What follows belongs to an exercise in optimizing a design on an open flow for small area, a short achievable clock period and few clock cycles; a production flow would make more cautious choices. RTL that was checked went through simulation tests only; none was proved equivalent to the original.

== job 8241 ==
// rs_cudu_v2
module rs_cudu_v2(
	input clock, reset,
	input sqrt_start, input [19:0] data_in,
	output sqrt_done, output [9:0] data_out
);
Size: roughly 220 cells after synthesis, about 27 flip-flops.
clock: 5.0 ns
lec_check: 0
cap_margin: 20
core_margin: 2
core_utilization: 40
setup_slack_margin: 2.5
slew_margin: 20
standard.sh (not shown) runs the stock make flow with config.mk's settings and CLKGATE_MAP_FILE= SYNTH_SCRIPT=/design/flow/synth_recipe.tcl, a recipe that flattens the netlist after the stock synthesis.
==> flow/flow/run.sh <==
#!/bin/bash
# The standard layout, with plain buf_1 cells as the port buffers.
set -euo pipefail
export BUFFER_PORTS_ARGS="-buffer_cell sky130_fd_sc_hd__buf_1"
bash standard.sh > make_finish.log 2>&1
Testbench counts of job 8241, summed over its fixed seeds: cycles 32,008.
The following lists how job 5546 was set up differently from job 8241:
- a change of SETUP_SLACK_MARGIN from 2.5 to 2.8
### Flow results
No stage failed in job 5546, and the final checks on the layout all came back clean. Diff job 5546..job 8241 | total count of hold-check failures in the final report | unchanged. Against job 8241 as the reference, job 5546 delivers a higher first-pass GRT wire length. Compared with job 8241, job 5546 shows highest clock rate that has gone up by a few percent. The worst slew slack as a fraction of its limit on job 8241 is in line with that on job 5546.
## Diff of input files: job 1599 against job 5546
- a change of SETUP_SLACK_MARGIN from 2.8 to 2.5
==> flow/run.sh (new file) <==
#!/bin/bash
# synth_recipe.tcl (not shown) runs the flow's synth.tcl, then flattens the netlist and writes it again
# the make line also repeats each setting of config.mk as NAME=value (left out here)
make -C /OpenROAD-flow-scripts/flow DESIGN_CONFIG=/design/flow/config.mk WORK_HOME=/design/flow/orfs CLKGATE_MAP_FILE= SYNTH_SCRIPT=/design/flow/synth_recipe.tcl finish
removed: flow/flow/run.sh
removed: flow/standard.sh
Run comparison: job 1599 critical path capture point r[0]; job 5546 critical path capture point r[8]
Final design area excluding fillers delta for job 1599 relative to job 5546: 7.4% higher
Fraction of the cycle the final worst path needs for job 1599 is higher than for job 5546.
The maximum number of pins on one net before global-route repair of job 5546 and that of job 1599 are within noise of each other.
Against job 5546, job 1599 reports a final setup slack of the worst path that is lower.
--- input diff job 1599..job 5810 ---
- a change of SETUP_SLACK_MARGIN from 2.5 to 3.1
==> flow/flow/run.sh (new file) <==
#!/bin/bash
# The standard layout, with plain buf_1 cells as the port buffers.
set -euo pipefail
export BUFFER_PORTS_ARGS="-buffer_cell sky130_fd_sc_hd__buf_1"
bash standard.sh > make_finish.log 2>&1
==> flow/standard.sh (new file) <==
#!/bin/bash
# synth_recipe.tcl (not shown) runs the flow's synth.tcl, then flattens the netlist and writes it again
# the make line also repeats each setting of config.mk as NAME=value (left out here)
make -C /OpenROAD-flow-scripts/flow DESIGN_CONFIG=/design/flow/config.mk WORK_HOME=/design/flow/orfs CLKGATE_MAP_FILE= SYNTH_SCRIPT=/design/flow/synth_recipe.tcl "${@:-finish}"
removed: flow/run.sh
==> run notes <==
For the final setup slack of the worst path, job 5810 came in 0.21 ns higher than job 1599 did. Comparing job 5810 against job 1599, there is no change at all in top-level port count. Job 5810 completed every stage of the flow, and the final layout passed the timing, design-rule and antenna checks. The flow did not stop early for job 1599: all stages ran, and the layout cleared the timing, design-rule and antenna checks. Compared with job 1599, in job 5810 fraction of cell area in non-clock buffers has decreased, fraction of final layout cells with drive strength greater than 1 has increased, global-route met3 utilization has remained practically unchanged, clock transition at the register clock pins on the worst setup and hold paths after CTS has remained practically unchanged. Changes observed in job 5810 relative to job 1599: detailed-route vias per instance now smaller; clock latency on the worst-skew pair held steady.

---

## main
rs_cudu_v2, a different RTL version from the one above (not shown whole).
Size in the first run: ~190 cells after synthesis, ~27 flip-flops.
clock: 5.0 ns
lec_check: 0
cap_margin: 20
core_margin: 2
core_utilization: 40
setup_slack_margin: 2.9
slew_margin: 20
==> flow/flow/run.sh <==
#!/bin/bash
# The standard layout, with plain buf_1 cells as the port buffers.
set -euo pipefail
export BUFFER_PORTS_ARGS="-buffer_cell sky130_fd_sc_hd__buf_1"
bash standard.sh > make_finish.log 2>&1
Testbench counts of main, summed over its fixed seeds: cycles 32,008.
Input-level comparison between the feature branch and main:
- changing CORE_UTILIZATION from 40 to 55
- changing SETUP_SLACK_MARGIN from 2.9 to 2.8
- setting CTS_BUF_LIST to sky130_fd_sc_hd__clkbuf_8 for the first time
## What came out
main ended up with q[0] as its capturing element of the worst setup path; the feature branch ended up with r[8]. Count of vias placed by the detailed router for the feature branch: 2.7% up relative to main. From the feature branch to main, flip-flop and latch count did not move at all. Compared to main, the feature branch has horizontal die dimension about 14% lower. Core utilization: the feature branch higher than main.

---

Setup of before:
rs_cudu_v2, a different RTL version from the one above (not shown whole).
For scale: about 29 flip-flops, roughly 34 I/O pins.
clock: 5.0 ns
lec_check: 0
cap_margin: 20
core_margin: 2
core_utilization: 40
setup_slack_margin: 2.3
slew_margin: 20
Scripts as last shown in full above: flow/flow/run.sh
No stage failed in before, and the final checks on the layout all came back clean.
#### Input delta (after over before)
- swapping 2.3 for 2.0 in SETUP_SLACK_MARGIN
### Flow results
- Compared with before, after has less setup slack.
- Comparing the two runs side by side, after comes out ahead of before on global-route wire length before repair.
- The higher post-cts sizing count came out of before.
- met1 track demand over resource in global routing of after is on par with before.
- Between after and before, register-to-register slack is higher for before, after comes in under that.
No functional check of the RTL was part of any run of this note.

---

rs_cudu_v2, a different RTL version from the one above (not shown whole).
Size: roughly 1600 sq um of cells after synthesis.
export LEC_CHECK = 0
export CAP_MARGIN = 20
export CORE_MARGIN = 2
export CORE_UTILIZATION = 40
export SETUP_SLACK_MARGIN = 2.8
export SLEW_MARGIN = 20
create_clock -name core_clock -period 5.0 [get_ports {clock}]
Scripts as last shown in full above: flow/flow/run.sh
Testbench counts at the start, summed over its fixed seeds: cycles 32,008.
Rerun with:
- SETUP_SLACK_MARGIN: 2.8 -> 3.0
=>
- setup slack is better by 100 ps
- cell area rises by about 7%
- utilization rose by 3.6 points
- worst hold slack is worse by 9.4 ps
- critical path depth shrinks by 2
Rerun with:
- CTS_BUF_LIST: default -> sky130_fd_sc_hd__clkbuf_8
- CTS_CLUSTER_DIAMETER: default -> 100
- CTS_CLUSTER_SIZE: default -> 30
- SETUP_SLACK_MARGIN: 3.0 -> 2.8
Result: First-iteration DRC count rises by 47%. Count of clock-buffer cells in the layout stays the same. Wire length falls by 4.2%. Setup slack gets worse by 100 ps. Clock skew barely changes. Non-clock buffer count falls by 9. Global-route usage falls by 0.19 points. Sequential share of layout area rises by 2.2 points. Critical path depth rises by 2.

[what the ideal ports hide]
No port has a modelled driver above. Below, the same layouts with a new extraction and two added sets of constraints. Step 1 sets driving cells, clkbuf_16 on the clock port and buf_2 on the other inputs (assumed; they add their load-dependent delay and slew). Step 2 adds t to the input delays and takes it off the output delays; t is the mean of the earliest and latest rising clock arrival at the registers after step 1. Input paths then give back, and output paths get back, about the clock's delay inside the block. a / b / c = no drivers / after step 1 / after step 2; a / b = the first two.
run	shift t [ns]	setup slack, ns	worst setup path at the end	worst register clock-pin slew, ns
job 8241	0.303	2.779 / 2.779 / 2.564	input to register	0.10 / 0.10
job 5546	0.302	2.857 / 2.857 / 2.572	input to register	0.10 / 0.10
job 1599	0.297	2.623 / 2.628 / 2.331	input to register	0.09 / 0.09
job 5810	0.300	2.834 / 2.834 / 2.828	input to register	0.10 / 0.10
main	0.303	2.902 / 2.906 / 2.603	input to register	0.10 / 0.10
the feature branch	0.299	2.901 / 2.901 / 2.679	input to register	0.09 / 0.09
before	0.306	1.182 / 1.182 / 1.182	register to register	0.06 / 0.06
after	0.305	1.039 / 1.039 / 1.039	register to register	0.06 / 0.06
the first run of note 4	0.302	2.837 / 2.837 / 2.610	input to register	0.10 / 0.10
the second run of note 4	0.290	2.940 / 2.940 / 2.754	input to register	0.09 / 0.09
the third run of note 4	0.302	2.837 / 2.837 / 2.610	input to register	0.10 / 0.10
After both steps setup and hold are still met in every run listed. For main, which loses most, drivers alone change the setup slack by +0.004 ns; drivers and shift together by -0.299 ns.
